What follows belongs to an exercise in optimizing a design on an open flow for small area and a short achievable clock period; a production flow would make more cautious choices. RTL that was checked went through simulation tests only; none was proved equivalent to the original. Power is estimated from default activity; no workload was simulated.

== main ==
==> flow/design.v <==
module fifo_or4 (input logic [3:0] d, input logic [3:0] s, output logic y);
    assign y = |(d & s);
endmodule
module fifo_nand2 (input logic a, b, output logic y);
    assign y = ~(a & b);
endmodule
module fifo_and2 (input logic a, b, output logic y);
    assign y = a & b;
endmodule
module fifo_nor2 (input logic a, b, output logic y);
    assign y = ~(a | b);
endmodule
module fifo_rdbit (
    input  logic [31:0] d,
    input  logic [31:0] s,
    output logic        y_n
    );
    logic [7:0]  l2;    
    logic [3:0]  l3;    
    logic [1:0]  l4;    
    for (genvar k = 0; k < 8; k++) begin : g_l2
        fifo_or4 u (.d(d[4*k +: 4]), .s(s[4*k +: 4]), .y(l2[k]));
    end
    for (genvar k = 0; k < 4; k++) begin : g_l3
        fifo_nor2 u (.a(l2[2*k]), .b(l2[2*k+1]), .y(l3[k]));
    end
    for (genvar k = 0; k < 2; k++) begin : g_l4
        fifo_nand2 u (.a(l3[2*k]), .b(l3[2*k+1]), .y(l4[k]));
    end
    fifo_nor2 u_l5 (.a(l4[0]), .b(l4[1]), .y(y_n));
endmodule
module fifo_generic #(
    parameter DataWidth = 32,
    parameter int unsigned FifoDepth = 32  
    ) (
    input logic                    clk,
    input logic                    i_rst,
    input logic                    i_read,
    input logic                    i_write,
    input logic  [DataWidth - 1:0] i_write_data,
    output logic [DataWidth - 1:0] o_read_data,
    output logic                   o_full,
    output logic                   o_empty
    );
    logic [DataWidth - 1:0] fifo_mem [0:FifoDepth - 1];
    localparam LoN = 4;
    localparam HiN = FifoDepth / LoN;
    logic [LoN - 1:0]       wr_lo;
    logic [HiN - 1:0]       wr_hi;
    logic [FifoDepth - 1:0] read_sel;
    logic [FifoDepth - 1:0] read_sel_b;
    logic [LoN - 1:0]       rd_lo;
    logic [HiN - 1:0]       rd_hi;
    logic not_empty, not_full, empty_b, full_b;
    logic read_en, write_en, read_en_b, write_en_b;
    assign read_en    = i_read  & not_empty;
    assign write_en   = i_write & not_full;
    assign read_en_b  = i_read  & ~empty_b;
    assign write_en_b = i_write & ~full_b;
    logic rw_lo_next, rw_hi_same, rw_hi_next;    
    logic wr_lo_next, wr_hi_same, wr_hi_next;    
    always_comb begin
        rw_lo_next = 1'b0;
        wr_lo_next = 1'b0;
        for (int k = 0; k < LoN; k++) begin
            rw_lo_next = rw_lo_next | (rd_lo[k] & wr_lo[(k + 1) % LoN]);
            wr_lo_next = wr_lo_next | (wr_lo[k] & rd_lo[(k + 1) % LoN]);
        end
        rw_hi_same = 1'b0;
        rw_hi_next = 1'b0;
        wr_hi_next = 1'b0;
        for (int j = 0; j < HiN; j++) begin
            rw_hi_same = rw_hi_same | (rd_hi[j] & wr_hi[j]);
            rw_hi_next = rw_hi_next | (rd_hi[j] & wr_hi[(j + 1) % HiN]);
            wr_hi_next = wr_hi_next | (wr_hi[j] & rd_hi[(j + 1) % HiN]);
        end
        wr_hi_same = rw_hi_same;
    end
    logic one_left, one_free;
    assign one_left = rw_lo_next & (rd_lo[LoN - 1] ? rw_hi_next : rw_hi_same);
    assign one_free = wr_lo_next & (wr_lo[LoN - 1] ? wr_hi_next : wr_hi_same);
    always_ff @(posedge clk) begin
        if (i_rst) begin
            wr_lo      <= {{(LoN - 1){1'b0}}, 1'b1};
            wr_hi      <= {{(HiN - 1){1'b0}}, 1'b1};
            rd_lo      <= {{(LoN - 1){1'b0}}, 1'b1};
            rd_hi      <= {{(HiN - 1){1'b0}}, 1'b1};
            read_sel   <= {{(FifoDepth - 1){1'b0}}, 1'b1};
            read_sel_b <= {{(FifoDepth - 1){1'b0}}, 1'b1};
            not_empty  <= 1'b0;
            not_full   <= 1'b1;
            o_empty    <= 1'b1;
            o_full     <= 1'b0;
            empty_b    <= 1'b1;
            full_b     <= 1'b0;
        end else begin
            if (write_en) begin
                wr_lo <= {wr_lo[LoN - 2:0], wr_lo[LoN - 1]};
                if (wr_lo[LoN - 1]) wr_hi <= {wr_hi[HiN - 2:0], wr_hi[HiN - 1]};
            end
            if (read_en) begin
                rd_lo <= {rd_lo[LoN - 2:0], rd_lo[LoN - 1]};
                if (rd_lo[LoN - 1]) rd_hi <= {rd_hi[HiN - 2:0], rd_hi[HiN - 1]};
                read_sel <= {read_sel[FifoDepth - 2:0], read_sel[FifoDepth - 1]};
            end
            if (read_en_b) read_sel_b <= {read_sel_b[FifoDepth - 2:0], read_sel_b[FifoDepth - 1]};
            o_empty <= ~not_empty;
            o_full  <= ~not_full;
            if (write_en & ~read_en) begin
                not_empty <= 1'b1;
                o_empty   <= 1'b0;
                not_full  <= ~one_free;
                o_full    <= one_free;
            end else if (read_en & ~write_en) begin
                not_full  <= 1'b1;
                o_full    <= 1'b0;
                not_empty <= ~one_left;
                o_empty   <= one_left;
            end
            if (write_en_b & ~read_en_b) begin
                empty_b <= 1'b0;
                full_b  <= one_free;
            end else if (read_en_b & ~write_en_b) begin
                full_b  <= 1'b0;
                empty_b <= one_left;
            end
        end
    end
    logic [LoN - 1:0]       wlo_sel, wlo_hold_n;
    logic [FifoDepth - 1:0] wsel, wkeep;
    assign wlo_sel    = {LoN{i_write & ~full_b}} & wr_lo;
    assign wlo_hold_n = {LoN{i_write & not_full}} & wr_lo;
    for (genvar i = 0; i < FifoDepth; i++) begin : g_we
        fifo_and2  u_sel  (.a(wlo_sel[i % LoN]),    .b(wr_hi[i / LoN]), .y(wsel[i]));
        fifo_nand2 u_keep (.a(wlo_hold_n[i % LoN]), .b(wr_hi[i / LoN]), .y(wkeep[i]));
    end
    always_ff @(posedge clk) begin
        for (int i = 0; i < FifoDepth; i++) begin
            fifo_mem[i] <= (i_write_data & {DataWidth{wsel[i]}})
                         | (fifo_mem[i] & {DataWidth{wkeep[i]}});
        end
    end
    logic [DataWidth - 1:0] head_n;
    for (genvar b = 0; b < DataWidth; b++) begin : g_rd
        logic [FifoDepth - 1:0] col;
        for (genvar i = 0; i < FifoDepth; i++) begin : g_col
            assign col[i] = fifo_mem[i][b];
        end
        fifo_rdbit u_bit (.d(col), .s(b < DataWidth / 2 ? read_sel : read_sel_b), .y_n(head_n[b]));
    end
    logic read_keep;
    assign read_keep = ~i_read | empty_b;
    always_ff @(posedge clk) begin
        o_read_data <= (~head_n & {DataWidth{read_en}})
                     | (o_read_data & {DataWidth{read_keep}});
    end
endmodule
==> flow/config.mk <==
export PLATFORM = sky130hd
export DESIGN_NAME = fifo_generic
export DESIGN_NICKNAME = fifo_generic
export VERILOG_FILES = /design/flow/design.v
export SDC_FILE = /design/flow/constraint.sdc
export NUM_CORES = 4
export LEC_CHECK = 0
export CAP_MARGIN = 20
export CORE_MARGIN = 2
export CORE_UTILIZATION = 50
export CTS_CLUSTER_DIAMETER = 90
export CTS_CLUSTER_SIZE = 30
export PLACE_DENSITY = 0.8
export SETUP_SLACK_MARGIN = 1.1
export SLEW_MARGIN = 20
export SYNTH_HIERARCHICAL = 1
export TNS_END_PERCENT = 20
export BUFFER_PORTS_ARGS = -buffer_cell sky130_fd_sc_hd__buf_4
==> flow/constraint.sdc <==
create_clock -name core_clock -period 2.8 [get_ports {clk}]
set_input_delay 0.5600 -clock core_clock [delete_from_list [all_inputs] [get_ports {clk}]]
set_output_delay 0.5600 -clock core_clock [all_outputs]
set_load 0.01 [all_outputs]
standard.sh (not shown) runs the stock make flow with config.mk's settings and CLKGATE_MAP_FILE= SYNTH_SCRIPT=/design/flow/synth_recipe.tcl, a recipe that flattens the netlist after the stock synthesis.
==> flow/flow/run.sh <==
#!/bin/bash
set -e
echo 'export BUFFER_PORTS_ARGS = -buffer_cell sky130_fd_sc_hd__buf_4' >> config.mk
bash standard.sh > standard.log 2>&1
Modified inputs, the feature branch compared to main
-- flow/design.v --
<<< main, line 105
            end
            if (read_en_b) read_sel_b <= {read_sel_b[FifoDepth - 2:0], read_sel_b[FifoDepth - 1]};
            o_empty <= ~not_empty;
            o_full  <= ~not_full;
            if (write_en & ~read_en) begin
                not_empty <= 1'b1;
>>> the feature branch, line 105
            end
            if (read_en_b) read_sel_b <= {read_sel_b[FifoDepth - 2:0], read_sel_b[FifoDepth - 1]};
            if (write_en & ~read_en) begin
                not_empty <= 1'b1;
==> run summary <==
Reported for main and the feature branch, flip-flop and latch count turned out identical to the last digit. Summary of the feature branch over main: time the worst path needs with I/O delays and setup has increased, number of placed cells counting well taps has remained practically unchanged, total number of H-tree levels has remained practically unchanged. In the feature branch, total power is lower than in main. Via count of the feature branch falls short of that of main slightly. Changes observed in the feature branch relative to main: worst path setup slack after routing went down; post-detailed-placement half-perimeter wirelength went down. The higher sequential portion of the cell area of main and the feature branch is in the feature branch. Summary of the comparison: pin count of the biggest net entering global routing is lower in the feature branch, relative to main. Lower clock group share of total power goes to the feature branch over main. The feature branch vs main, routed wire length went down by 2.1%. In the feature branch, the non-clock buffer total of the final layout came out 1.4% above the value in main.
No functional check of the RTL was part of main.

[static timing again, ports no longer ideal]
In the flow no input, the clock included, has a driving cell. The finished layouts below were timed again as built, in two steps. Step 1 (the two cells are an assumption about what drives the block):
set clk [get_ports {clk}]
set_driving_cell -lib_cell sky130_fd_sc_hd__clkbuf_16 $clk
set_driving_cell -lib_cell sky130_fd_sc_hd__buf_2 [delete_from_list [all_inputs] $clk]
Step 2 also shifts input and output timing later by t, the mid clock arrival at the registers, as if the neighbouring blocks saw the same clock. a / b / c = ideal / step 1 / step 2; a / b = the first two.
| run | t (ns) | slack for setup (ns) | latest minus earliest clock arrival (ns) | worst data-port slew with drivers (ns) |
|---|---|---|---|---|
| main | 0.697 | 1.083 / 1.016 / 0.698 | 0.023 / 0.024 | 0.06 |
| the feature branch | 0.691 | 1.062 / 0.992 / 0.672 | 0.035 / 0.035 | 0.12 |
After both steps setup and hold are still met in every run listed. For the feature branch, which loses most, drivers alone change the setup slack by -0.070 ns; drivers and shift together by -0.390 ns.
